This is an optimization exercise on Yosys and OpenROAD, whose aim is small area, not a production implementation. In this exercise RTL edits were held to simulation tests only and were not proved equivalent to the original. The clock port is modelled as an ideal driver; clocking choices that lean on that would not hold on a real chip.

===== design/flow/flow/run.sh =====
#!/bin/bash
# The standard layout (the standard.sh: the standard synthesis and ORFS
# from floorplan to finish), with these changes to how the layout is made:
#  - at the start of the floorplan step, flow/downsize.tcl swaps every
#    combinational cell for the smallest cell of the same function; the
#    timing repair of the floorplan and later steps sizes up what is needed;
#  - the port buffers that global placement adds to every input and output
#    are sky130_fd_sc_hd__buf_1 cells instead of the default buffer;
set -euo pipefail
here=$(pwd)
bash standard.sh \
  "PRE_FLOORPLAN_TCL=$here/flow/downsize.tcl" \
  "POST_CTS_TCL=$here/flow/clkfix.tcl" \
  "BUFFER_PORTS_ARGS=-buffer_cell sky130_fd_sc_hd__buf_1" \
  "CTS_ARGS=-sink_clustering_enable -repair_clock_nets -dont_use_dummy_load -buf_list sky130_fd_sc_hd__clkbuf_8" \
  finish > flow_make.log 2>&1

===== design/flow/flow/clkfix.tcl =====
estimate_parasitics -placement
set fix [dict create]
foreach p [get_pins -hierarchical */CLK] {
  set v [get_property $p slew_max_rise]
  set v2 [get_property $p slew_max_fall]
  if {$v2 > $v} { set v $v2 }
  if {$v > 0.115} {
    foreach d [get_pins -of_objects [get_nets -of_objects $p] -filter "direction==output"] {
      dict set fix [get_full_name [get_cells -of_objects $d]] 1
    }
  }
}
set n 0
foreach name [dict keys $fix] {
  set inst [get_cells $name]
  if {[string match "sky130_fd_sc_hd__clkbuf_*" [get_property $inst ref_name]] &&
      [get_property $inst ref_name] ne "sky130_fd_sc_hd__clkbuf_16"} {
    replace_cell $inst sky130_fd_sc_hd__clkbuf_16
    incr n
  }
}
if {$n > 0} {
  detailed_placement
  estimate_parasitics -placement
}
puts "clkfix.tcl: swapped $n clock buffers for clkbuf_16"

===== design/flow/flow/downsize.tcl =====
# Sized-down start for the resizer: every combinational cell of the
# synthesized netlist is swapped for the smallest cell of the same function
# (same name but for the drive-strength suffix). Registers, tie cells and
# buffers are left as they are. The floorplan's and later stages' timing
# repair then size up what the timing needs.
set db [ord::get_db]
set n 0
set saved 0.0
foreach inst [[ord::get_db_block] getInsts] {
  set mname [[$inst getMaster] getName]
  if {![regexp {^(sky130_fd_sc_hd__([a-z0-9]+))_([0-9]+)$} $mname -> base func drive]} { continue }
  if {[regexp {^(df|edf|sdf|sed|dl|conb|buf|clkbuf|clkdly|dlygate|tap|fill|decap|diode)} $func]} { continue }
  set cur [$inst getMaster]
  set best $cur
  set best_area [expr {[$cur getWidth] * [$cur getHeight]}]
  foreach d {0 1 2 4 6 8 12 16} {
    set cand [$db findMaster "${base}_$d"]
    if {$cand == "NULL" || $cand == ""} { continue }
    set a [expr {[$cand getWidth] * [$cand getHeight]}]
    if {$a < $best_area} { set best $cand; set best_area $a }
  }
  if {$best != $cur} {
    set saved [expr {$saved + [$cur getWidth] * [$cur getHeight] - $best_area}]
    $inst swapMaster $best
    incr n
  }
}
puts "downsize.tcl: swapped $n cells to their smallest size, [expr {$saved / 1e6}] um2 less"

===== design/flow/standard.sh =====
#!/bin/bash
# synth_recipe.tcl (not shown) runs the flow's synth.tcl, then flattens the netlist and writes it again
# the make line also repeats each setting of config.mk as NAME=value (left out here)
make -C /OpenROAD-flow-scripts/flow DESIGN_CONFIG=/design/flow/config.mk WORK_HOME=/design/flow/orfs CLKGATE_MAP_FILE= SYNTH_SCRIPT=/design/flow/synth_recipe.tcl "${@:-finish}"

===== design/flow/config.mk =====
export PLATFORM = sky130hd
export DESIGN_NAME = draw_line
export DESIGN_NICKNAME = draw_line
export VERILOG_FILES = /design/flow/design.v
export SDC_FILE = /design/flow/constraint.sdc
export NUM_CORES = 4
export LEC_CHECK = 0
export CAP_MARGIN = 20
export CORE_MARGIN = 2
export CORE_UTILIZATION = 40
export SLEW_MARGIN = 20
export SYNTH_HIERARCHICAL = 1
export SYNTH_MINIMUM_KEEP_SIZE = 0

===== design/flow/constraint.sdc =====
create_clock -name core_clock -period 14.0 [get_ports {clk}]
set_input_delay 2.8000 -clock core_clock [delete_from_list [all_inputs] [get_ports {clk}]]
set_output_delay 2.8000 -clock core_clock [all_outputs]
set_load 0.01 [all_outputs]

===== design/flow/design.v =====
`timescale 1ns / 1ps
module draw_line(clk, rst_n, wea, x, y, m, b, dir, range, index_rd, line_x, line_y, finish);
input             clk, rst_n;
input             wea;
input      [31:0] x, y, m, b, dir, range;
input      [31:0] index_rd;
output     [31:0] line_x, line_y;
output     reg finish;
reg        [31:0] cnt, cnt_upd;
reg        [31:0] x_reg, m_reg, acc;
reg               mv, dec;
reg        [4:0]  idx;
reg        [2:0]  ph;
genvar gi;
wire [32:0] ltc;
assign ltc[0] = 1'b0;
generate for (gi = 0; gi < 32; gi = gi + 1) begin : g_lt
    assign ltc[gi+1] = (range[gi] & ~cnt[gi]) | (range[gi] & ltc[gi]) | (~cnt[gi] & ltc[gi]);
end endgenerate
wire        lt = ltc[32];
wire [32:0] cch;
assign cch[0] = lt;
generate for (gi = 0; gi < 32; gi = gi + 1) begin : g_cnt
    assign cch[gi+1] = cch[gi] & cnt_upd[gi];
end endgenerate
always @(posedge clk or negedge rst_n) begin
    if (!rst_n) begin
        cnt     <= 32'd0;
        cnt_upd <= 32'd0;
        finish  <= 1'b0;
    end else begin
        cnt     <= cnt_upd ^ cch[31:0];
        cnt_upd <= cnt;
        finish  <= !lt;
    end
end
wire        start  = wea && !rst_n;
always @(posedge clk) begin
    if (start)
        ph <= 3'd0;
    else if (!ph[2])
        ph <= ph + 3'd1;
end
wire        rd   = ph[2];
wire [1:0]  st   = ph[1:0];
wire        dneg = rd && dec;
wire [4:0]  kz   = mv ? idx : 5'd0;
always @(posedge clk) begin
    if (start || !rd)
        m_reg <= start ? m : {m_reg[23:0], m_reg[31:24]};
end
wire [2:0]  keep;
assign keep[0] = rd || st == 2'd0;
assign keep[1] = rd || st <= 2'd1;
assign keep[2] = rd || st <= 2'd2;
wire [31:0] mop = m_reg & {8'hFF, {8{keep[2]}}, {8{keep[1]}}, {8{keep[0]}}};
wire [31:0] aop = acc;
reg  [7:0]  wop;
reg         wm1;
always @(*) begin
    if (rd) begin
        wop = {3'd0, kz};      wm1 = 1'b0;
    end else case (st)
        2'd0: begin wop = x_reg[7:0];   wm1 = 1'b0;      end
        2'd1: begin wop = x_reg[15:8];  wm1 = x_reg[7];  end
        2'd2: begin wop = x_reg[23:16]; wm1 = x_reg[15]; end
        default: begin wop = x_reg[31:24]; wm1 = x_reg[23]; end
    endcase
end
wire [31:0] mac;
wire [3:0] one, two, neg;
wire [31:0] mopn = ~mop;
wire [8:0] wx = {wop, wm1};
assign one[0] = wx[1] ^ wx[0];
assign two[0] = (wx[2] & ~wx[1] & ~wx[0]) | (~wx[2] & wx[1] & wx[0]);
assign neg[0] = wx[2] ^ dneg;
wire [31:0] bp0;
dl_bpp b0_0 (.mn1(mopn[0]), .mn0(1'b1), .onen(~one[0]), .twon(~two[0]), .neg(neg[0]), .p(bp0[0]));
dl_bpp b0_1 (.mn1(mopn[1]), .mn0(mopn[0]), .onen(~one[0]), .twon(~two[0]), .neg(neg[0]), .p(bp0[1]));
dl_bpp b0_2 (.mn1(mopn[2]), .mn0(mopn[1]), .onen(~one[0]), .twon(~two[0]), .neg(neg[0]), .p(bp0[2]));
dl_bpp b0_3 (.mn1(mopn[3]), .mn0(mopn[2]), .onen(~one[0]), .twon(~two[0]), .neg(neg[0]), .p(bp0[3]));
dl_bpp b0_4 (.mn1(mopn[4]), .mn0(mopn[3]), .onen(~one[0]), .twon(~two[0]), .neg(neg[0]), .p(bp0[4]));
dl_bpp b0_5 (.mn1(mopn[5]), .mn0(mopn[4]), .onen(~one[0]), .twon(~two[0]), .neg(neg[0]), .p(bp0[5]));
dl_bpp b0_6 (.mn1(mopn[6]), .mn0(mopn[5]), .onen(~one[0]), .twon(~two[0]), .neg(neg[0]), .p(bp0[6]));
dl_bpp b0_7 (.mn1(mopn[7]), .mn0(mopn[6]), .onen(~one[0]), .twon(~two[0]), .neg(neg[0]), .p(bp0[7]));
dl_bpp b0_8 (.mn1(mopn[8]), .mn0(mopn[7]), .onen(~one[0]), .twon(~two[0]), .neg(neg[0]), .p(bp0[8]));
dl_bpp b0_9 (.mn1(mopn[9]), .mn0(mopn[8]), .onen(~one[0]), .twon(~two[0]), .neg(neg[0]), .p(bp0[9]));
dl_bpp b0_10 (.mn1(mopn[10]), .mn0(mopn[9]), .onen(~one[0]), .twon(~two[0]), .neg(neg[0]), .p(bp0[10]));
dl_bpp b0_11 (.mn1(mopn[11]), .mn0(mopn[10]), .onen(~one[0]), .twon(~two[0]), .neg(neg[0]), .p(bp0[11]));
dl_bpp b0_12 (.mn1(mopn[12]), .mn0(mopn[11]), .onen(~one[0]), .twon(~two[0]), .neg(neg[0]), .p(bp0[12]));
dl_bpp b0_13 (.mn1(mopn[13]), .mn0(mopn[12]), .onen(~one[0]), .twon(~two[0]), .neg(neg[0]), .p(bp0[13]));
dl_bpp b0_14 (.mn1(mopn[14]), .mn0(mopn[13]), .onen(~one[0]), .twon(~two[0]), .neg(neg[0]), .p(bp0[14]));
dl_bpp b0_15 (.mn1(mopn[15]), .mn0(mopn[14]), .onen(~one[0]), .twon(~two[0]), .neg(neg[0]), .p(bp0[15]));
dl_bpp b0_16 (.mn1(mopn[16]), .mn0(mopn[15]), .onen(~one[0]), .twon(~two[0]), .neg(neg[0]), .p(bp0[16]));
dl_bpp b0_17 (.mn1(mopn[17]), .mn0(mopn[16]), .onen(~one[0]), .twon(~two[0]), .neg(neg[0]), .p(bp0[17]));
dl_bpp b0_18 (.mn1(mopn[18]), .mn0(mopn[17]), .onen(~one[0]), .twon(~two[0]), .neg(neg[0]), .p(bp0[18]));
dl_bpp b0_19 (.mn1(mopn[19]), .mn0(mopn[18]), .onen(~one[0]), .twon(~two[0]), .neg(neg[0]), .p(bp0[19]));
dl_bpp b0_20 (.mn1(mopn[20]), .mn0(mopn[19]), .onen(~one[0]), .twon(~two[0]), .neg(neg[0]), .p(bp0[20]));
dl_bpp b0_21 (.mn1(mopn[21]), .mn0(mopn[20]), .onen(~one[0]), .twon(~two[0]), .neg(neg[0]), .p(bp0[21]));
dl_bpp b0_22 (.mn1(mopn[22]), .mn0(mopn[21]), .onen(~one[0]), .twon(~two[0]), .neg(neg[0]), .p(bp0[22]));
dl_bpp b0_23 (.mn1(mopn[23]), .mn0(mopn[22]), .onen(~one[0]), .twon(~two[0]), .neg(neg[0]), .p(bp0[23]));
dl_bpp b0_24 (.mn1(mopn[24]), .mn0(mopn[23]), .onen(~one[0]), .twon(~two[0]), .neg(neg[0]), .p(bp0[24]));
dl_bpp b0_25 (.mn1(mopn[25]), .mn0(mopn[24]), .onen(~one[0]), .twon(~two[0]), .neg(neg[0]), .p(bp0[25]));
dl_bpp b0_26 (.mn1(mopn[26]), .mn0(mopn[25]), .onen(~one[0]), .twon(~two[0]), .neg(neg[0]), .p(bp0[26]));
dl_bpp b0_27 (.mn1(mopn[27]), .mn0(mopn[26]), .onen(~one[0]), .twon(~two[0]), .neg(neg[0]), .p(bp0[27]));
dl_bpp b0_28 (.mn1(mopn[28]), .mn0(mopn[27]), .onen(~one[0]), .twon(~two[0]), .neg(neg[0]), .p(bp0[28]));
dl_bpp b0_29 (.mn1(mopn[29]), .mn0(mopn[28]), .onen(~one[0]), .twon(~two[0]), .neg(neg[0]), .p(bp0[29]));
dl_bpp b0_30 (.mn1(mopn[30]), .mn0(mopn[29]), .onen(~one[0]), .twon(~two[0]), .neg(neg[0]), .p(bp0[30]));
dl_bpp b0_31 (.mn1(mopn[31]), .mn0(mopn[30]), .onen(~one[0]), .twon(~two[0]), .neg(neg[0]), .p(bp0[31]));
assign one[1] = wx[3] ^ wx[2];
assign two[1] = (wx[4] & ~wx[3] & ~wx[2]) | (~wx[4] & wx[3] & wx[2]);
assign neg[1] = wx[4] ^ dneg;
wire [29:0] bp1;
dl_bpp b1_0 (.mn1(mopn[0]), .mn0(1'b1), .onen(~one[1]), .twon(~two[1]), .neg(neg[1]), .p(bp1[0]));
dl_bpp b1_1 (.mn1(mopn[1]), .mn0(mopn[0]), .onen(~one[1]), .twon(~two[1]), .neg(neg[1]), .p(bp1[1]));
dl_bpp b1_2 (.mn1(mopn[2]), .mn0(mopn[1]), .onen(~one[1]), .twon(~two[1]), .neg(neg[1]), .p(bp1[2]));
dl_bpp b1_3 (.mn1(mopn[3]), .mn0(mopn[2]), .onen(~one[1]), .twon(~two[1]), .neg(neg[1]), .p(bp1[3]));
dl_bpp b1_4 (.mn1(mopn[4]), .mn0(mopn[3]), .onen(~one[1]), .twon(~two[1]), .neg(neg[1]), .p(bp1[4]));
dl_bpp b1_5 (.mn1(mopn[5]), .mn0(mopn[4]), .onen(~one[1]), .twon(~two[1]), .neg(neg[1]), .p(bp1[5]));
dl_bpp b1_6 (.mn1(mopn[6]), .mn0(mopn[5]), .onen(~one[1]), .twon(~two[1]), .neg(neg[1]), .p(bp1[6]));
dl_bpp b1_7 (.mn1(mopn[7]), .mn0(mopn[6]), .onen(~one[1]), .twon(~two[1]), .neg(neg[1]), .p(bp1[7]));
dl_bpp b1_8 (.mn1(mopn[8]), .mn0(mopn[7]), .onen(~one[1]), .twon(~two[1]), .neg(neg[1]), .p(bp1[8]));
dl_bpp b1_9 (.mn1(mopn[9]), .mn0(mopn[8]), .onen(~one[1]), .twon(~two[1]), .neg(neg[1]), .p(bp1[9]));
dl_bpp b1_10 (.mn1(mopn[10]), .mn0(mopn[9]), .onen(~one[1]), .twon(~two[1]), .neg(neg[1]), .p(bp1[10]));
dl_bpp b1_11 (.mn1(mopn[11]), .mn0(mopn[10]), .onen(~one[1]), .twon(~two[1]), .neg(neg[1]), .p(bp1[11]));
dl_bpp b1_12 (.mn1(mopn[12]), .mn0(mopn[11]), .onen(~one[1]), .twon(~two[1]), .neg(neg[1]), .p(bp1[12]));
dl_bpp b1_13 (.mn1(mopn[13]), .mn0(mopn[12]), .onen(~one[1]), .twon(~two[1]), .neg(neg[1]), .p(bp1[13]));
dl_bpp b1_14 (.mn1(mopn[14]), .mn0(mopn[13]), .onen(~one[1]), .twon(~two[1]), .neg(neg[1]), .p(bp1[14]));
dl_bpp b1_15 (.mn1(mopn[15]), .mn0(mopn[14]), .onen(~one[1]), .twon(~two[1]), .neg(neg[1]), .p(bp1[15]));
dl_bpp b1_16 (.mn1(mopn[16]), .mn0(mopn[15]), .onen(~one[1]), .twon(~two[1]), .neg(neg[1]), .p(bp1[16]));
dl_bpp b1_17 (.mn1(mopn[17]), .mn0(mopn[16]), .onen(~one[1]), .twon(~two[1]), .neg(neg[1]), .p(bp1[17]));
dl_bpp b1_18 (.mn1(mopn[18]), .mn0(mopn[17]), .onen(~one[1]), .twon(~two[1]), .neg(neg[1]), .p(bp1[18]));
dl_bpp b1_19 (.mn1(mopn[19]), .mn0(mopn[18]), .onen(~one[1]), .twon(~two[1]), .neg(neg[1]), .p(bp1[19]));
dl_bpp b1_20 (.mn1(mopn[20]), .mn0(mopn[19]), .onen(~one[1]), .twon(~two[1]), .neg(neg[1]), .p(bp1[20]));
dl_bpp b1_21 (.mn1(mopn[21]), .mn0(mopn[20]), .onen(~one[1]), .twon(~two[1]), .neg(neg[1]), .p(bp1[21]));
dl_bpp b1_22 (.mn1(mopn[22]), .mn0(mopn[21]), .onen(~one[1]), .twon(~two[1]), .neg(neg[1]), .p(bp1[22]));
dl_bpp b1_23 (.mn1(mopn[23]), .mn0(mopn[22]), .onen(~one[1]), .twon(~two[1]), .neg(neg[1]), .p(bp1[23]));
dl_bpp b1_24 (.mn1(mopn[24]), .mn0(mopn[23]), .onen(~one[1]), .twon(~two[1]), .neg(neg[1]), .p(bp1[24]));
dl_bpp b1_25 (.mn1(mopn[25]), .mn0(mopn[24]), .onen(~one[1]), .twon(~two[1]), .neg(neg[1]), .p(bp1[25]));
dl_bpp b1_26 (.mn1(mopn[26]), .mn0(mopn[25]), .onen(~one[1]), .twon(~two[1]), .neg(neg[1]), .p(bp1[26]));
dl_bpp b1_27 (.mn1(mopn[27]), .mn0(mopn[26]), .onen(~one[1]), .twon(~two[1]), .neg(neg[1]), .p(bp1[27]));
dl_bpp b1_28 (.mn1(mopn[28]), .mn0(mopn[27]), .onen(~one[1]), .twon(~two[1]), .neg(neg[1]), .p(bp1[28]));
dl_bpp b1_29 (.mn1(mopn[29]), .mn0(mopn[28]), .onen(~one[1]), .twon(~two[1]), .neg(neg[1]), .p(bp1[29]));
assign one[2] = wx[5] ^ wx[4];
assign two[2] = (wx[6] & ~wx[5] & ~wx[4]) | (~wx[6] & wx[5] & wx[4]);
assign neg[2] = wx[6] ^ dneg;
wire [27:0] bp2;
dl_bpp b2_0 (.mn1(mopn[0]), .mn0(1'b1), .onen(~one[2]), .twon(~two[2]), .neg(neg[2]), .p(bp2[0]));
dl_bpp b2_1 (.mn1(mopn[1]), .mn0(mopn[0]), .onen(~one[2]), .twon(~two[2]), .neg(neg[2]), .p(bp2[1]));
dl_bpp b2_2 (.mn1(mopn[2]), .mn0(mopn[1]), .onen(~one[2]), .twon(~two[2]), .neg(neg[2]), .p(bp2[2]));
dl_bpp b2_3 (.mn1(mopn[3]), .mn0(mopn[2]), .onen(~one[2]), .twon(~two[2]), .neg(neg[2]), .p(bp2[3]));
dl_bpp b2_4 (.mn1(mopn[4]), .mn0(mopn[3]), .onen(~one[2]), .twon(~two[2]), .neg(neg[2]), .p(bp2[4]));
dl_bpp b2_5 (.mn1(mopn[5]), .mn0(mopn[4]), .onen(~one[2]), .twon(~two[2]), .neg(neg[2]), .p(bp2[5]));
dl_bpp b2_6 (.mn1(mopn[6]), .mn0(mopn[5]), .onen(~one[2]), .twon(~two[2]), .neg(neg[2]), .p(bp2[6]));
dl_bpp b2_7 (.mn1(mopn[7]), .mn0(mopn[6]), .onen(~one[2]), .twon(~two[2]), .neg(neg[2]), .p(bp2[7]));
dl_bpp b2_8 (.mn1(mopn[8]), .mn0(mopn[7]), .onen(~one[2]), .twon(~two[2]), .neg(neg[2]), .p(bp2[8]));
dl_bpp b2_9 (.mn1(mopn[9]), .mn0(mopn[8]), .onen(~one[2]), .twon(~two[2]), .neg(neg[2]), .p(bp2[9]));
dl_bpp b2_10 (.mn1(mopn[10]), .mn0(mopn[9]), .onen(~one[2]), .twon(~two[2]), .neg(neg[2]), .p(bp2[10]));
dl_bpp b2_11 (.mn1(mopn[11]), .mn0(mopn[10]), .onen(~one[2]), .twon(~two[2]), .neg(neg[2]), .p(bp2[11]));
dl_bpp b2_12 (.mn1(mopn[12]), .mn0(mopn[11]), .onen(~one[2]), .twon(~two[2]), .neg(neg[2]), .p(bp2[12]));
dl_bpp b2_13 (.mn1(mopn[13]), .mn0(mopn[12]), .onen(~one[2]), .twon(~two[2]), .neg(neg[2]), .p(bp2[13]));
dl_bpp b2_14 (.mn1(mopn[14]), .mn0(mopn[13]), .onen(~one[2]), .twon(~two[2]), .neg(neg[2]), .p(bp2[14]));
dl_bpp b2_15 (.mn1(mopn[15]), .mn0(mopn[14]), .onen(~one[2]), .twon(~two[2]), .neg(neg[2]), .p(bp2[15]));
dl_bpp b2_16 (.mn1(mopn[16]), .mn0(mopn[15]), .onen(~one[2]), .twon(~two[2]), .neg(neg[2]), .p(bp2[16]));
dl_bpp b2_17 (.mn1(mopn[17]), .mn0(mopn[16]), .onen(~one[2]), .twon(~two[2]), .neg(neg[2]), .p(bp2[17]));
dl_bpp b2_18 (.mn1(mopn[18]), .mn0(mopn[17]), .onen(~one[2]), .twon(~two[2]), .neg(neg[2]), .p(bp2[18]));
dl_bpp b2_19 (.mn1(mopn[19]), .mn0(mopn[18]), .onen(~one[2]), .twon(~two[2]), .neg(neg[2]), .p(bp2[19]));
dl_bpp b2_20 (.mn1(mopn[20]), .mn0(mopn[19]), .onen(~one[2]), .twon(~two[2]), .neg(neg[2]), .p(bp2[20]));
dl_bpp b2_21 (.mn1(mopn[21]), .mn0(mopn[20]), .onen(~one[2]), .twon(~two[2]), .neg(neg[2]), .p(bp2[21]));
dl_bpp b2_22 (.mn1(mopn[22]), .mn0(mopn[21]), .onen(~one[2]), .twon(~two[2]), .neg(neg[2]), .p(bp2[22]));
dl_bpp b2_23 (.mn1(mopn[23]), .mn0(mopn[22]), .onen(~one[2]), .twon(~two[2]), .neg(neg[2]), .p(bp2[23]));
dl_bpp b2_24 (.mn1(mopn[24]), .mn0(mopn[23]), .onen(~one[2]), .twon(~two[2]), .neg(neg[2]), .p(bp2[24]));
dl_bpp b2_25 (.mn1(mopn[25]), .mn0(mopn[24]), .onen(~one[2]), .twon(~two[2]), .neg(neg[2]), .p(bp2[25]));
dl_bpp b2_26 (.mn1(mopn[26]), .mn0(mopn[25]), .onen(~one[2]), .twon(~two[2]), .neg(neg[2]), .p(bp2[26]));
dl_bpp b2_27 (.mn1(mopn[27]), .mn0(mopn[26]), .onen(~one[2]), .twon(~two[2]), .neg(neg[2]), .p(bp2[27]));
assign one[3] = wx[7] ^ wx[6];
assign two[3] = (wx[8] & ~wx[7] & ~wx[6]) | (~wx[8] & wx[7] & wx[6]);
assign neg[3] = wx[8] ^ dneg;
wire [25:0] bp3;
dl_bpp b3_0 (.mn1(mopn[0]), .mn0(1'b1), .onen(~one[3]), .twon(~two[3]), .neg(neg[3]), .p(bp3[0]));
dl_bpp b3_1 (.mn1(mopn[1]), .mn0(mopn[0]), .onen(~one[3]), .twon(~two[3]), .neg(neg[3]), .p(bp3[1]));
dl_bpp b3_2 (.mn1(mopn[2]), .mn0(mopn[1]), .onen(~one[3]), .twon(~two[3]), .neg(neg[3]), .p(bp3[2]));
dl_bpp b3_3 (.mn1(mopn[3]), .mn0(mopn[2]), .onen(~one[3]), .twon(~two[3]), .neg(neg[3]), .p(bp3[3]));
dl_bpp b3_4 (.mn1(mopn[4]), .mn0(mopn[3]), .onen(~one[3]), .twon(~two[3]), .neg(neg[3]), .p(bp3[4]));
dl_bpp b3_5 (.mn1(mopn[5]), .mn0(mopn[4]), .onen(~one[3]), .twon(~two[3]), .neg(neg[3]), .p(bp3[5]));
dl_bpp b3_6 (.mn1(mopn[6]), .mn0(mopn[5]), .onen(~one[3]), .twon(~two[3]), .neg(neg[3]), .p(bp3[6]));
dl_bpp b3_7 (.mn1(mopn[7]), .mn0(mopn[6]), .onen(~one[3]), .twon(~two[3]), .neg(neg[3]), .p(bp3[7]));
dl_bpp b3_8 (.mn1(mopn[8]), .mn0(mopn[7]), .onen(~one[3]), .twon(~two[3]), .neg(neg[3]), .p(bp3[8]));
dl_bpp b3_9 (.mn1(mopn[9]), .mn0(mopn[8]), .onen(~one[3]), .twon(~two[3]), .neg(neg[3]), .p(bp3[9]));
dl_bpp b3_10 (.mn1(mopn[10]), .mn0(mopn[9]), .onen(~one[3]), .twon(~two[3]), .neg(neg[3]), .p(bp3[10]));
dl_bpp b3_11 (.mn1(mopn[11]), .mn0(mopn[10]), .onen(~one[3]), .twon(~two[3]), .neg(neg[3]), .p(bp3[11]));
dl_bpp b3_12 (.mn1(mopn[12]), .mn0(mopn[11]), .onen(~one[3]), .twon(~two[3]), .neg(neg[3]), .p(bp3[12]));
dl_bpp b3_13 (.mn1(mopn[13]), .mn0(mopn[12]), .onen(~one[3]), .twon(~two[3]), .neg(neg[3]), .p(bp3[13]));
dl_bpp b3_14 (.mn1(mopn[14]), .mn0(mopn[13]), .onen(~one[3]), .twon(~two[3]), .neg(neg[3]), .p(bp3[14]));
dl_bpp b3_15 (.mn1(mopn[15]), .mn0(mopn[14]), .onen(~one[3]), .twon(~two[3]), .neg(neg[3]), .p(bp3[15]));
dl_bpp b3_16 (.mn1(mopn[16]), .mn0(mopn[15]), .onen(~one[3]), .twon(~two[3]), .neg(neg[3]), .p(bp3[16]));
dl_bpp b3_17 (.mn1(mopn[17]), .mn0(mopn[16]), .onen(~one[3]), .twon(~two[3]), .neg(neg[3]), .p(bp3[17]));
dl_bpp b3_18 (.mn1(mopn[18]), .mn0(mopn[17]), .onen(~one[3]), .twon(~two[3]), .neg(neg[3]), .p(bp3[18]));
dl_bpp b3_19 (.mn1(mopn[19]), .mn0(mopn[18]), .onen(~one[3]), .twon(~two[3]), .neg(neg[3]), .p(bp3[19]));
dl_bpp b3_20 (.mn1(mopn[20]), .mn0(mopn[19]), .onen(~one[3]), .twon(~two[3]), .neg(neg[3]), .p(bp3[20]));
dl_bpp b3_21 (.mn1(mopn[21]), .mn0(mopn[20]), .onen(~one[3]), .twon(~two[3]), .neg(neg[3]), .p(bp3[21]));
dl_bpp b3_22 (.mn1(mopn[22]), .mn0(mopn[21]), .onen(~one[3]), .twon(~two[3]), .neg(neg[3]), .p(bp3[22]));
dl_bpp b3_23 (.mn1(mopn[23]), .mn0(mopn[22]), .onen(~one[3]), .twon(~two[3]), .neg(neg[3]), .p(bp3[23]));
dl_bpp b3_24 (.mn1(mopn[24]), .mn0(mopn[23]), .onen(~one[3]), .twon(~two[3]), .neg(neg[3]), .p(bp3[24]));
dl_bpp b3_25 (.mn1(mopn[25]), .mn0(mopn[24]), .onen(~one[3]), .twon(~two[3]), .neg(neg[3]), .p(bp3[25]));
wire t1;
wire t2;
dl_fa u2 (.a(aop[2]), .b(bp0[2]), .c(bp1[0]), .s(t1), .co(t2));
wire t3;
wire t4;
dl_fa u4 (.a(aop[3]), .b(bp0[3]), .c(bp1[1]), .s(t3), .co(t4));
wire t5;
wire t6;
dl_fa u6 (.a(aop[4]), .b(bp0[4]), .c(bp1[2]), .s(t5), .co(t6));
wire t7;
wire t8;
dl_fa u8 (.a(bp2[0]), .b(neg[2]), .c(t4), .s(t7), .co(t8));
wire t9;
wire t10;
dl_fa u10 (.a(aop[5]), .b(bp0[5]), .c(bp1[3]), .s(t9), .co(t10));
wire t11;
wire t12;
dl_fa u12 (.a(bp2[1]), .b(t6), .c(t9), .s(t11), .co(t12));
wire t13;
wire t14;
dl_fa u14 (.a(aop[6]), .b(bp0[6]), .c(bp1[4]), .s(t13), .co(t14));
wire t15;
wire t16;
dl_fa u16 (.a(bp2[2]), .b(bp3[0]), .c(neg[3]), .s(t15), .co(t16));
wire t17;
wire t18;
dl_fa u18 (.a(t10), .b(t13), .c(t15), .s(t17), .co(t18));
wire t19;
wire t20;
dl_fa u20 (.a(aop[7]), .b(bp0[7]), .c(bp1[5]), .s(t19), .co(t20));
wire t21;
wire t22;
dl_fa u22 (.a(bp2[3]), .b(bp3[1]), .c(t14), .s(t21), .co(t22));
wire t23;
wire t24;
dl_fa u24 (.a(t16), .b(t19), .c(t18), .s(t23), .co(t24));
wire t25;
wire t26;
dl_fa u26 (.a(aop[8]), .b(bp0[8]), .c(bp1[6]), .s(t25), .co(t26));
wire t27;
wire t28;
dl_fa u28 (.a(bp2[4]), .b(bp3[2]), .c(t20), .s(t27), .co(t28));
wire t29;
wire t30;
dl_fa u30 (.a(t25), .b(t22), .c(t27), .s(t29), .co(t30));
wire t31;
wire t32;
dl_fa u32 (.a(aop[9]), .b(bp0[9]), .c(bp1[7]), .s(t31), .co(t32));
wire t33;
wire t34;
dl_fa u34 (.a(bp2[5]), .b(bp3[3]), .c(t26), .s(t33), .co(t34));
wire t35;
wire t36;
dl_fa u36 (.a(t31), .b(t28), .c(t33), .s(t35), .co(t36));
wire t37;
wire t38;
dl_fa u38 (.a(aop[10]), .b(bp0[10]), .c(bp1[8]), .s(t37), .co(t38));
wire t39;
wire t40;
dl_fa u40 (.a(bp2[6]), .b(bp3[4]), .c(t32), .s(t39), .co(t40));
wire t41;
wire t42;
dl_fa u42 (.a(t37), .b(t34), .c(t39), .s(t41), .co(t42));
wire t43;
wire t44;
dl_fa u44 (.a(aop[11]), .b(bp0[11]), .c(bp1[9]), .s(t43), .co(t44));
wire t45;
wire t46;
dl_fa u46 (.a(bp2[7]), .b(bp3[5]), .c(t38), .s(t45), .co(t46));
wire t47;
wire t48;
dl_fa u48 (.a(t43), .b(t40), .c(t45), .s(t47), .co(t48));
wire t49;
wire t50;
dl_fa u50 (.a(aop[12]), .b(bp0[12]), .c(bp1[10]), .s(t49), .co(t50));
wire t51;
wire t52;
dl_fa u52 (.a(bp2[8]), .b(bp3[6]), .c(t44), .s(t51), .co(t52));
wire t53;
wire t54;
dl_fa u54 (.a(t49), .b(t46), .c(t51), .s(t53), .co(t54));
wire t55;
wire t56;
dl_fa u56 (.a(aop[13]), .b(bp0[13]), .c(bp1[11]), .s(t55), .co(t56));
wire t57;
wire t58;
dl_fa u58 (.a(bp2[9]), .b(bp3[7]), .c(t50), .s(t57), .co(t58));
wire t59;
wire t60;
dl_fa u60 (.a(t55), .b(t52), .c(t57), .s(t59), .co(t60));
wire t61;
wire t62;
dl_fa u62 (.a(aop[14]), .b(bp0[14]), .c(bp1[12]), .s(t61), .co(t62));
wire t63;
wire t64;
dl_fa u64 (.a(bp2[10]), .b(bp3[8]), .c(t56), .s(t63), .co(t64));
wire t65;
wire t66;
dl_fa u66 (.a(t61), .b(t58), .c(t63), .s(t65), .co(t66));
wire t67;
wire t68;
dl_fa u68 (.a(aop[15]), .b(bp0[15]), .c(bp1[13]), .s(t67), .co(t68));
wire t69;
wire t70;
dl_fa u70 (.a(bp2[11]), .b(bp3[9]), .c(t62), .s(t69), .co(t70));
wire t71;
wire t72;
dl_fa u72 (.a(t67), .b(t64), .c(t69), .s(t71), .co(t72));
wire t73;
wire t74;
dl_fa u74 (.a(aop[16]), .b(bp0[16]), .c(bp1[14]), .s(t73), .co(t74));
wire t75;
wire t76;
dl_fa u76 (.a(bp2[12]), .b(bp3[10]), .c(t68), .s(t75), .co(t76));
wire t77;
wire t78;
dl_fa u78 (.a(t73), .b(t70), .c(t75), .s(t77), .co(t78));
wire t79;
wire t80;
dl_fa u80 (.a(aop[17]), .b(bp0[17]), .c(bp1[15]), .s(t79), .co(t80));
wire t81;
wire t82;
dl_fa u82 (.a(bp2[13]), .b(bp3[11]), .c(t74), .s(t81), .co(t82));
wire t83;
wire t84;
dl_fa u84 (.a(t79), .b(t76), .c(t81), .s(t83), .co(t84));
wire t85;
wire t86;
dl_fa u86 (.a(aop[18]), .b(bp0[18]), .c(bp1[16]), .s(t85), .co(t86));
wire t87;
wire t88;
dl_fa u88 (.a(bp2[14]), .b(bp3[12]), .c(t80), .s(t87), .co(t88));
wire t89;
wire t90;
dl_fa u90 (.a(t85), .b(t82), .c(t87), .s(t89), .co(t90));
wire t91;
wire t92;
dl_fa u92 (.a(aop[19]), .b(bp0[19]), .c(bp1[17]), .s(t91), .co(t92));
wire t93;
wire t94;
dl_fa u94 (.a(bp2[15]), .b(bp3[13]), .c(t86), .s(t93), .co(t94));
wire t95;
wire t96;
dl_fa u96 (.a(t91), .b(t88), .c(t93), .s(t95), .co(t96));
wire t97;
wire t98;
dl_fa u98 (.a(aop[20]), .b(bp0[20]), .c(bp1[18]), .s(t97), .co(t98));
wire t99;
wire t100;
dl_fa u100 (.a(bp2[16]), .b(bp3[14]), .c(t92), .s(t99), .co(t100));
wire t101;
wire t102;
dl_fa u102 (.a(t97), .b(t94), .c(t99), .s(t101), .co(t102));
wire t103;
wire t104;
dl_fa u104 (.a(aop[21]), .b(bp0[21]), .c(bp1[19]), .s(t103), .co(t104));
wire t105;
wire t106;
dl_fa u106 (.a(bp2[17]), .b(bp3[15]), .c(t103), .s(t105), .co(t106));
wire t107;
wire t108;
dl_fa u108 (.a(t98), .b(t100), .c(t105), .s(t107), .co(t108));
wire t109;
wire t110;
dl_fa u110 (.a(aop[22]), .b(bp0[22]), .c(bp1[20]), .s(t109), .co(t110));
wire t111;
wire t112;
dl_fa u112 (.a(bp2[18]), .b(bp3[16]), .c(t104), .s(t111), .co(t112));
wire t113;
wire t114;
dl_fa u114 (.a(t109), .b(t106), .c(t111), .s(t113), .co(t114));
wire t115;
wire t116;
dl_fa u116 (.a(aop[23]), .b(bp0[23]), .c(bp1[21]), .s(t115), .co(t116));
wire t117;
wire t118;
dl_fa u118 (.a(bp2[19]), .b(bp3[17]), .c(t110), .s(t117), .co(t118));
wire t119;
wire t120;
dl_fa u120 (.a(t115), .b(t112), .c(t117), .s(t119), .co(t120));
wire t121;
wire t122;
dl_fa u122 (.a(aop[24]), .b(bp0[24]), .c(bp1[22]), .s(t121), .co(t122));
wire t123;
wire t124;
dl_fa u124 (.a(bp2[20]), .b(bp3[18]), .c(t116), .s(t123), .co(t124));
wire t125;
wire t126;
dl_fa u126 (.a(t121), .b(t118), .c(t123), .s(t125), .co(t126));
wire t127;
wire t128;
dl_fa u128 (.a(aop[25]), .b(bp0[25]), .c(bp1[23]), .s(t127), .co(t128));
wire t129;
wire t130;
dl_fa u130 (.a(bp2[21]), .b(bp3[19]), .c(t122), .s(t129), .co(t130));
wire t131;
wire t132;
dl_fa u132 (.a(t127), .b(t124), .c(t129), .s(t131), .co(t132));
wire t133;
wire t134;
dl_fa u134 (.a(aop[26]), .b(bp0[26]), .c(bp1[24]), .s(t133), .co(t134));
wire t135;
wire t136;
dl_fa u136 (.a(bp2[22]), .b(bp3[20]), .c(t128), .s(t135), .co(t136));
wire t137;
wire t138;
dl_fa u138 (.a(t133), .b(t130), .c(t135), .s(t137), .co(t138));
wire t139;
wire t140;
dl_fa u140 (.a(aop[27]), .b(bp0[27]), .c(bp1[25]), .s(t139), .co(t140));
wire t141;
wire t142;
dl_fa u142 (.a(bp2[23]), .b(bp3[21]), .c(t134), .s(t141), .co(t142));
wire t143;
wire t144;
dl_fa u144 (.a(t139), .b(t136), .c(t141), .s(t143), .co(t144));
wire t145;
wire t146;
dl_fa u146 (.a(aop[28]), .b(bp0[28]), .c(bp1[26]), .s(t145), .co(t146));
wire t147;
wire t148;
dl_fa u148 (.a(bp2[24]), .b(bp3[22]), .c(t140), .s(t147), .co(t148));
wire t149;
wire t150;
dl_fa u150 (.a(t145), .b(t142), .c(t147), .s(t149), .co(t150));
wire t151;
wire t152;
dl_fa u152 (.a(aop[29]), .b(bp0[29]), .c(bp1[27]), .s(t151), .co(t152));
wire t153;
wire t154;
dl_fa u154 (.a(bp2[25]), .b(bp3[23]), .c(t146), .s(t153), .co(t154));
wire t155;
wire t156;
dl_fa u156 (.a(t151), .b(t148), .c(t153), .s(t155), .co(t156));
wire t157;
wire t158;
dl_fa u158 (.a(aop[30]), .b(bp0[30]), .c(bp1[28]), .s(t157), .co(t158));
wire t159;
wire t160;
dl_fa u160 (.a(bp2[26]), .b(bp3[24]), .c(t152), .s(t159), .co(t160));
wire t161;
wire t162;
dl_fa u162 (.a(t157), .b(t154), .c(t159), .s(t161), .co(t162));
wire t163;
dl_fa u163 (.a(aop[31]), .b(bp0[31]), .c(bp1[29]), .s(t163), .co());
wire t164;
dl_fa u164 (.a(bp2[27]), .b(bp3[25]), .c(t158), .s(t164), .co());
wire t165;
dl_fa u165 (.a(t163), .b(t160), .c(t164), .s(t165), .co());
wire t166;
wire t167;
dl_fa u167 (.a(aop[0]), .b(bp0[0]), .c(neg[0]), .s(t166), .co(t167));
wire t168;
wire t169;
dl_fa u169 (.a(aop[1]), .b(bp0[1]), .c(t167), .s(t168), .co(t169));
wire t170;
wire t171;
dl_fa u171 (.a(neg[1]), .b(t1), .c(t169), .s(t170), .co(t171));
wire t172;
wire t173;
dl_fa u173 (.a(t2), .b(t3), .c(t171), .s(t172), .co(t173));
wire t174;
wire t175;
dl_fa u175 (.a(t5), .b(t7), .c(t173), .s(t174), .co(t175));
wire t176;
wire t177;
dl_fa u177 (.a(t11), .b(t8), .c(t175), .s(t176), .co(t177));
wire t178;
wire t179;
dl_fa u179 (.a(t12), .b(t17), .c(t177), .s(t178), .co(t179));
wire t180;
wire t181;
dl_fa u181 (.a(t21), .b(t23), .c(t179), .s(t180), .co(t181));
wire t182;
wire t183;
dl_fa u183 (.a(t24), .b(t29), .c(t181), .s(t182), .co(t183));
wire t184;
wire t185;
dl_fa u185 (.a(t30), .b(t35), .c(t183), .s(t184), .co(t185));
wire t186;
wire t187;
dl_fa u187 (.a(t36), .b(t41), .c(t185), .s(t186), .co(t187));
wire t188;
wire t189;
dl_fa u189 (.a(t42), .b(t47), .c(t187), .s(t188), .co(t189));
wire t190;
wire t191;
dl_ha u191 (.a(t48), .b(t53), .s(t190), .co(t191));
wire t192;
wire t193;
dl_fa u193 (.a(t54), .b(t59), .c(t191), .s(t192), .co(t193));
wire t194;
wire t195;
dl_fa u195 (.a(t60), .b(t65), .c(t193), .s(t194), .co(t195));
wire t196;
wire t197;
dl_fa u197 (.a(t66), .b(t71), .c(t195), .s(t196), .co(t197));
wire t198;
wire t199;
dl_fa u199 (.a(t72), .b(t77), .c(t197), .s(t198), .co(t199));
wire t200;
wire t201;
dl_fa u201 (.a(t78), .b(t83), .c(t199), .s(t200), .co(t201));
wire t202;
wire t203;
dl_fa u203 (.a(t84), .b(t89), .c(t201), .s(t202), .co(t203));
wire t204;
wire t205;
dl_fa u205 (.a(t90), .b(t95), .c(t203), .s(t204), .co(t205));
wire t206;
wire t207;
dl_fa u207 (.a(t101), .b(t96), .c(t205), .s(t206), .co(t207));
wire t208;
wire t209;
dl_fa u209 (.a(t102), .b(t107), .c(t207), .s(t208), .co(t209));
wire t210;
assign t210 = t190 ^ t189;
wire t211;
assign t211 = t192 ^ (t189 & t190);
wire t212;
assign t212 = t190 & t192;
wire t213;
assign t213 = t194 ^ (t189 & t212);
wire t214;
assign t214 = t212 & t194;
wire t215;
assign t215 = t196 ^ (t189 & t214);
wire t216;
assign t216 = t214 & t196;
wire t217;
assign t217 = t198 ^ (t189 & t216);
wire t218;
assign t218 = t216 & t198;
wire t219;
assign t219 = t200 ^ (t189 & t218);
wire t220;
assign t220 = t218 & t200;
wire t221;
assign t221 = t202 ^ (t189 & t220);
wire t222;
assign t222 = t220 & t202;
wire t223;
assign t223 = t204 ^ (t189 & t222);
wire t224;
assign t224 = t222 & t204;
wire t225;
assign t225 = t206 ^ (t189 & t224);
wire t226;
assign t226 = t224 & t206;
wire t227;
assign t227 = t208 ^ (t189 & t226);
wire t228;
assign t228 = t226 & t208;
wire t229;
assign t229 = t209 | (t189 & t228);
wire t230;
wire t231;
dl_ha u231 (.a(t108), .b(t113), .s(t230), .co(t231));
wire t232;
wire t233;
dl_fa u233 (.a(t114), .b(t119), .c(t231), .s(t232), .co(t233));
wire t234;
wire t235;
dl_fa u235 (.a(t120), .b(t125), .c(t233), .s(t234), .co(t235));
wire t236;
wire t237;
dl_fa u237 (.a(t126), .b(t131), .c(t235), .s(t236), .co(t237));
wire t238;
wire t239;
dl_fa u239 (.a(t132), .b(t137), .c(t237), .s(t238), .co(t239));
wire t240;
wire t241;
dl_fa u241 (.a(t138), .b(t143), .c(t239), .s(t240), .co(t241));
wire t242;
wire t243;
dl_fa u243 (.a(t144), .b(t149), .c(t241), .s(t242), .co(t243));
wire t244;
wire t245;
dl_fa u245 (.a(t150), .b(t155), .c(t243), .s(t244), .co(t245));
wire t246;
wire t247;
dl_fa u247 (.a(t156), .b(t161), .c(t245), .s(t246), .co(t247));
wire t248;
dl_fa u248 (.a(t162), .b(t165), .c(t247), .s(t248), .co());
wire t249;
assign t249 = t230 ^ t229;
wire t250;
assign t250 = t232 ^ (t229 & t230);
wire t251;
assign t251 = t230 & t232;
wire t252;
assign t252 = t234 ^ (t229 & t251);
wire t253;
assign t253 = t251 & t234;
wire t254;
assign t254 = t236 ^ (t229 & t253);
wire t255;
assign t255 = t253 & t236;
wire t256;
assign t256 = t238 ^ (t229 & t255);
wire t257;
assign t257 = t255 & t238;
wire t258;
assign t258 = t240 ^ (t229 & t257);
wire t259;
assign t259 = t257 & t240;
wire t260;
assign t260 = t242 ^ (t229 & t259);
wire t261;
assign t261 = t259 & t242;
wire t262;
assign t262 = t244 ^ (t229 & t261);
wire t263;
assign t263 = t261 & t244;
wire t264;
assign t264 = t246 ^ (t229 & t263);
wire t265;
assign t265 = t263 & t246;
wire t266;
assign t266 = t248 ^ (t229 & t265);
assign mac = {t266, t264, t262, t260, t258, t256, t254, t252, t250, t249, t227, t225, t223, t221, t219, t217, t215, t213, t211, t210, t188, t186, t184, t182, t180, t178, t176, t174, t172, t170, t168, t166};
always @(posedge clk) begin
    if (start) begin
        x_reg <= x;
        dec   <= (dir == 32'd0);
        mv    <= (dir == 32'd0) || (dir == 32'd1);
    end
    if (start || !rd)
        acc <= start ? b : mac;
    idx <= index_rd[4:0];
end
wire [5:0]  lxc;
assign lxc[0] = dec;
generate for (gi = 0; gi < 5; gi = gi + 1) begin : g_lxl
    dl_fa u (.a(x_reg[gi]), .b(kz[gi] ^ dec), .c(lxc[gi]), .s(line_x[gi]), .co(lxc[gi+1]));
end endgenerate
wire        lxu = lxc[5] ^ dec;
wire [27:0] lxh;
assign lxh[0] = lxu;
generate for (gi = 0; gi < 27; gi = gi + 1) begin : g_lxh
    dl_ud u (.x(x_reg[5+gi]), .dec(dec), .c(lxh[gi]), .y(line_x[5+gi]), .co(lxh[gi+1]));
end endgenerate
assign line_y = mac;
endmodule
module dl_fa(a, b, c, s, co);
input  a, b, c;
output s, co;
assign s  = a ^ b ^ c;
assign co = (a & b) | (a & c) | (b & c);
endmodule
module dl_ha(a, b, s, co);
input  a, b;
output s, co;
assign s  = a ^ b;
assign co = a & b;
endmodule
module dl_ud(x, dec, c, y, co);
input  x, dec, c;
output y, co;
assign y  = x ^ c;
assign co = c & (x ^ dec);
endmodule
module dl_bpp(mn1, mn0, onen, twon, neg, p);
input  mn1, mn0, onen, twon, neg;
output p;
assign p = ~((mn1 | onen) & (mn0 | twon)) ^ neg;
endmodule

==> results.yml, run 1 <==
sta:
  skew_ps: 38.8
  hold_viol: 0
  min_period_ps: 13270
  period_share: 0.948
  rsz0062_at_grt: "false"
  fmax_mhz: 75.4
  drv_slew: 0
  setup_viol: 0
  finalSetupTns_ps: 0
  worstMarginPinSlew_ps: 1150
  max-slew-margin-rel: 0.226
critical_path:
  worst_path_largest_cell_delay_ps: 730
  r2r_cells: 28
  critical_path_peak_fanout: 14
  arrival_ps: 10470
  path_common_cell: "fa_1"
  cp_slowest_cell: "nor4b_1"
  crit_path_end_kind: "output pin"
  crit_path_start_kind: "register"
  crit_type: "register to output pin"
  required_ps: 11200
layout:
  final_common_cell: "buf_1"
  area_growth_syn_to_layout_pct: 11.9
  final_cell_mix: "231 x buf_1, 180 x xor2_1, 174 x nand2_1"
  final_net_count: 1739
  layout-drive-gt1-share: 0.0452
yosys:
  netlist_area_sq_um: 12600
  syn_inst: 1137
  yosys_warnings: 7
  syn_avg_cell_area_sq_um: 11.1
clock_tree:
  worstSkewPairLatency_ps: 490
  cts_tree: "built"
  clkSinkCount: 171
  clkTransAtPathRegs_ps: 90
routing:
  drt_iter0_drc: 583
  wl_mm: 32.0
  wl_per_cell_microns: 18.2
  num_vias: 9170
  drt-pass1-iter-count: 6
  via_per_inst: 5.22
  drtAntennaViolNets: 0
  drc_errors: 0
die:
  initial_core_util: 0.403
  core_sq_um: 31300
  die_area_sq_um: 33000
  pin_count: 292
  dieWidth_microns: 182
  die_h_microns: 182
  rows: 65
global_routing:
  grt_max_degree: 99
  grt_pass1_wl_mm: 51.6
  grt_use_total: 0.203
  grt_overflow: 0
  grt_pass1_vias: 9622
  antenna_found_initial: 8
place:
  io_buffers: 232
  hpwl_mm: 24.5
  place_congestion: 0.816
run:
  drv_cap: 0
hold_path:
  hp-class: "register to register"
  hold_path_depth: 0
outcome:
  status: "complete, no violations"
==> layer usage <==
metal  vias up  GRT usage  wire length (microns)
met5         -          0                     57
met3        41     0.0562                   2280
met1      4463      0.263                  13600
li1       4344          -                      -
met2       314      0.334                  15500
met4         8     0.0589                    584
==> layout make-up <==
type / count / area (sq um)
Clock buffer: 17 / 234
Antenna cell: 4 / 10.0
Inverter: 37 / 140
Multi-Input combinational cell: 876 / 7500
Sequential cell: 171 / 4730
Tap cell: 402 / 503
Fill cell: 3012 / 17200
Timing Repair Buffer: 250 / 1010
==> path summary, 6_finish.rpt <==
| path | from | end | slack, ps |
|---|---|---|---|
| min in group asynchronous | rst_n | cnt_upd[7] | 2490 |
| hold / removal | cnt[3] | cnt_upd[3] | 380 |
| setup / recovery | ph[0] | line_y[31] | 730 |
| setup reg to reg | ph[0] | acc[31] | 3730 |
| hold reg to reg | cnt[3] | cnt_upd[3] | 380 |
| max in group asynchronous | rst_n | cnt[27] | 10990 |
==> critical path: cells and delay by family (launching register included) <==
kind / cells / cell delay, ps
and+or+nand+nor: 4 / 1250
buffers and inverters: 2 / 280
adders and majority gates: 14 / 5620
AOI/OAI and AO/OA: 6 / 1950
xor gates and xnor gates: 2 / 470
DFF: 1 / 440
==> per-stage QoR <==
stage	hold slack (ps)	utilization	instance area [sq um]	setup WS [ps]	std cells
after detailed placement	364	0.443	13900	1110	1736
after floorplan	354	-	12600	290	1140
after global placement	355	0.443	13900	1250	1736
after global routing	397	0.451	14100	60.7	1754
final	381	0.451	14100	729	1757
==> inputs of run 2 (changes only) <==
--- a/design/flow/design.v
+++ b/design/flow/design.v
@@ -47,5 +47,16 @@
 wire [4:0]  kz   = mv ? idx : 5'd0;
+wire        s_ld   = start;
+wire        s_step = !start && !rd;
+wire        s_hold = !start && rd;
+wire [31:0] m_nx, acc_nx;
+wire [31:0] mac;
+generate for (gi = 0; gi < 32; gi = gi + 1) begin : g_mx
+    dl_mux3 um (.h(m_reg[gi]), .l(m[gi]), .r(m_reg[(gi + 24) % 32]),
+                .sh(s_hold), .sl(s_ld), .sr(s_step), .y(m_nx[gi]));
+    dl_mux3 ua (.h(acc[gi]), .l(b[gi]), .r(mac[gi]),
+                .sh(s_hold), .sl(s_ld), .sr(s_step), .y(acc_nx[gi]));
+end endgenerate
 always @(posedge clk) begin
-    if (start || !rd)
-        m_reg <= start ? m : {m_reg[23:0], m_reg[31:24]};
+    m_reg <= m_nx;
+    acc   <= acc_nx;
 end
@@ -69,3 +80,2 @@
 end
-wire [31:0] mac;
 wire [3:0] one, two, neg;
@@ -632,4 +642,2 @@
     end
-    if (start || !rd)
-        acc <= start ? b : mac;
     idx <= index_rd[4:0];
@@ -649,2 +657,7 @@
 endmodule
+module dl_mux3(h, l, r, sh, sl, sr, y);
+input  h, l, r, sh, sl, sr;
+output y;
+assign y = (h & sh) | (l & sl) | (r & sr);
+endmodule
 module dl_fa(a, b, c, s, co);
==> run 2 against run 1 <==
  * Die area down 4.2%
  * Still clean on timing, DRC and antenna
  * Fmax up 3.9%
  * Clock skew up 0.99 ps
==> results.yml, run 2 <==
outcome:
  status: "complete, no violations"
clock_tree:
  clkSinkCount: 171
  cts_tree: "built"
  worstSkewPairLatency_ps: 500
  clkTransAtPathRegs_ps: 100
hold_path:
  hp-class: "register to register"
sta:
  min_period_ps: 12770
  fmax_mhz: 78.3
  worstMarginPinSlew_ps: 751
  period_share: 0.912
  setup_viol: 0
  fin_ws_ps: 1230
  hold-worst-slack_ps: 357
  drv_slew: 0
  finalSetupTns_ps: 0
  rsz0062_at_grt: "false"
  max-slew-margin-rel: 0.486
  hold_viol: 0
  skew_ps: 39.8
routing:
  drt-pass1-iter-count: 10
  via_per_inst: 5.46
  drt_iter0_drc: 900
  wl_mm: 31.2
  drtAntennaViolNets: 0
  drc_errors: 0
  wl_per_cell_microns: 18.3
  num_vias: 9285
critical_path:
  crit_path_end_kind: "output pin"
  required_ps: 11200
  cp_slowest_cell: "fa_1"
  worst_path_largest_cell_delay_ps: 540
  crit_type: "register to output pin"
  crit_path_start_kind: "register"
  arrival_ps: 9970
  critical_path_peak_fanout: 12
  path_common_cell: "fa_1"
die:
  initial_core_util: 0.407
  die_h_microns: 178
  core_sq_um: 29700
  die_area_sq_um: 31600
  dieWidth_microns: 178
  rows: 63
  pin_count: 292
global_routing:
  grt_use_total: 0.204
  grt_overflow: 0
  grt_pass1_vias: 9322
  antenna_found_initial: 3
  grt_pass1_wl_mm: 49.7
  grt_max_degree: 66
run:
  drv_cap: 0
layout:
  final_net_count: 1699
  area_growth_syn_to_layout_pct: 13.0
  layout-drive-gt1-share: 0.0412
  final_cell_mix: "231 x buf_1, 178 x xor2_1, 123 x o22ai_1"
  fillers: 2832
  final_common_cell: "buf_1"
  final_cells: 1702
yosys:
  yosys_warnings: 7
  syn_inst: 1081
  syn_avg_cell_area_sq_um: 11.2
  netlist_area_sq_um: 12100
place:
  place_congestion: 0.874
  place_inst: 1684
  io_buffers: 232
  place_worst_setup_slack_ps: 1660
  hpwl_mm: 23.7
-- run 2: metrics by stage --
| stage | area (sq um) | util |
|---|---|---|
| 2_1_floorplan | 12100 | - |
| 3_3_place_gp | 13400 | 0.452 |
| 3_5_place_dp | 13400 | 0.452 |
| 5_1_grt | 13700 | 0.459 |
| 6_report | 13700 | 0.459 |
-- run 2: metal layers --
metal	global-route usage	up-vias	part of all wire
met1	0.280	4576	0.44
met2	0.320	357	0.46
met5	0	-	0.00087
met3	0.0437	34	0.080
met4	0.0686	4	0.018
li1	-	4314	-
-- run 2: cell type report --
type                            count  area, sq um  share of cell area
Multi-Input combinational cell    766         7420               0.543
Sequential cell                   171         4090               0.299
Timing Repair Buffer              253         1030              0.0754
Tap cell                          390          488              0.0357
Inverter                          104          390              0.0286
Clock buffer                       17          234              0.0171
Antenna cell                        1         2.50            0.000183
-- run 2: path summary, 6_finish.rpt --
kind                          from           to  slack (ps)  depth (start not counted)
min in group asynchronous    rst_n      cnt[15]        2580                          2
hold reg to reg            cnt[29]  cnt_upd[29]         360                          0
setup / recovery             ph[0]   line_y[30]        1230                         29
hold / removal             cnt[29]  cnt_upd[29]         360                          0
setup reg to reg             ph[0]      acc[30]        4310                         30
max in group asynchronous    rst_n      cnt[29]       10890                          2
-- run 2: critical path, delay by kind of cell, from the launching register on --
family / cells / cell delay (ps)
buf+inv: 3 / 530
compound gates: 6 / 1820
simple gates: 4 / 720
fa+ha+maj: 14 / 5560
xor+xnor: 2 / 420
flops: 1 / 430
==> inputs of run 3 (changes only) <==
--- a/design/flow/config.mk
+++ b/design/flow/config.mk
@@ -9,3 +9,3 @@
 export CORE_MARGIN = 2
-export CORE_UTILIZATION = 40
+export CORE_UTILIZATION = 50
 export SLEW_MARGIN = 20
==> run 3 against run 2 <==
  * Die area fell by 20%
  * Cell area fell by 0.86%
  * Sequential cell count did not move
  * Sequential share of layout area rose by 0.26 points
  * Synthesized area did not move
  * Critical path depth fell by 2
  * Setup slack got worse by 380 ps
  * Worst hold slack improved by 28 ps
  * Critical endpoint is now line_y[31]
  * Largest cell class unchanged
==> results.yml, run 3 <==
routing:
  wl_per_cell_microns: 19.0
  drtAntennaViolNets: 0
  wl_mm: 31.0
  drt_iter0_drc: 847
  drt-pass1-iter-count: 10
  num_vias: 9296
  via_per_inst: 5.71
  drc_errors: 0
critical_path:
  worst_path_largest_cell_delay_ps: 780
  crit_type: "register to output pin"
  critical_path_peak_fanout: 10
  rr_startpoint: "ph[0]"
  cp_slowest_cell: "nor3b_1"
  required_ps: 11200
  endpoint: "line_y[31]"
  rr_endpoint: "acc[31]"
  arrival_ps: 10350
  crit_path_end_kind: "output pin"
  startpoint: "ph[0]"
  reg2reg_slack_ps: 3930
  path_common_cell: "fa_1"
  r2r_cells: 28
  crit_path_start_kind: "register"
clock_tree:
  clkSinkCount: 171
  cts_tree: "built"
  worstSkewPairLatency_ps: 480
  clkTransAtPathRegs_ps: 90
global_routing:
  grt_max_degree: 88
  grt_use_total: 0.249
  met2_usage: 0.400
  antenna_found_initial: 1
  met3_usage: 0.0443
  grt_use_met1: 0.351
  grt_pass1_vias: 9302
  grt_overflow: 0
  grt_pass1_wl_mm: 50.3
  grt.busiest_layer: "met2"
layout:
  final_net_count: 1695
  final_cell_mix: "231 x buf_1, 178 x xor2_1, 123 x o22ai_1"
  area_growth_syn_to_layout_pct: 12.0
  fillers: 2120
  final_util: 0.573
  final_common_cell: "buf_1"
  layout-drive-gt1-share: 0.0375
die:
  dieWidth_microns: 159
  initial_core_util: 0.512
  die_area_sq_um: 25400
  rows: 56
  die_h_microns: 159
  core_sq_um: 23600
  pin_count: 292
sta:
  period_share: 0.939
  finalSetupTns_ps: 0
  min_period_ps: 13150
  worstMarginPinSlew_ps: 1060
  drv_slew: 0
  skew_ps: 52.3
  hold-worst-slack_ps: 385
  setup_viol: 0
  max-slew-margin-rel: 0.293
  rsz0062_at_grt: "false"
  fmax_mhz: 76.0
  hold_viol: 0
hold_path:
  hp-class: "register to register"
yosys:
  yosys_warnings: 7
  syn_avg_cell_area_sq_um: 11.2
  netlist_area_sq_um: 12100
  syn_inst: 1081
outcome:
  status: "complete, no violations"
run:
  drv_cap: 0
place:
  hpwl_mm: 22.9
  io_buffers: 232
  place_congestion: 0.843
-- run 3: area by class of cell --
| cell class | instances | area (sq um) | share of cell area |
|---|---|---|---|
| clock buffer | 17 | 245 | 0.0181 |
| inverter | 104 | 390 | 0.0288 |
| antenna | 1 | 2.50 | 0.000185 |
| timing repair buffer | 249 | 1000 | 0.0739 |
| tap | 319 | 399 | 0.0295 |
| multi-input combinational | 766 | 7410 | 0.547 |
| sequential | 171 | 4090 | 0.302 |
-- run 3: routing by layer --
layer,share of wire,routed length [microns],vias up
met2,0.48,14700,375
li1,-,-,4308
met3,0.069,2150,31
met5,0,0,-
met4,0.016,483,0
met1,0.44,13600,4582
-- run 3: worst min-delay path by stage --
stage	start	to	slack, ps	cells after the start
finish	cnt[29]	cnt_upd[29]	380	0
global route	cnt[20]	cnt_upd[20]	410	0
detailed placement	cnt[31]	cnt_upd[31]	370	0
global placement	cnt[0]	cnt_upd[0]	370	0
floorplan	cnt[1]	cnt_upd[1]	350	0
-- run 3: worst max-delay path: cells and delay by family, from the launching register on --
| family | cells | cell delay, ps |
|---|---|---|
| AO/OA/AOI/OAI | 6 | 1810 |
| XOR/XNOR | 2 | 460 |
| adder cells (fa/ha/maj) | 14 | 5760 |
| buffers and inverters | 1 | 230 |
| flip-flops | 1 | 430 |
| AND/OR/NAND/NOR | 4 | 1230 |
-- run 3: through the flow --
step	setup WS [ps]	instance area, sq um	cells
2_1_floorplan	200	12100	1084
3_3_place_gp	1380	13300	1609
3_5_place_dp	1160	13300	1609
5_1_grt	266	13500	1627
6_report	849	13500	1627

[separate check: timing with driven ports]
Ports are ideal in the flow. The routed layouts listed here were re-timed in OpenROAD. Step 1, drivers: a clkbuf_16 drives clk and a buf_2 each remaining input, both assumed. Step 2 moves the port delays by t, midway between the first and last clock arrival at a register: inputs arrive t later, outputs are due t later. That takes back most of the time a late clock gives input paths. Slacks: ideal / step 1 / step 2; pairs: ideal / step 1.
run	t, ns	setup WS [ns]	hold WS [ns]	worst register clock-pin slew, ns
run 1	0.518	0.729 / 0.685 / 1.204	0.381 / 0.381 / 0.381	0.11 / 0.11
run 2	0.520	1.228 / 1.187 / 1.707	0.357 / 0.357 / 0.357	0.10 / 0.10
run 3	0.496	0.849 / 0.802 / 1.298	0.385 / 0.385 / 0.385	0.11 / 0.11
After both steps setup and hold are still met in every run listed.
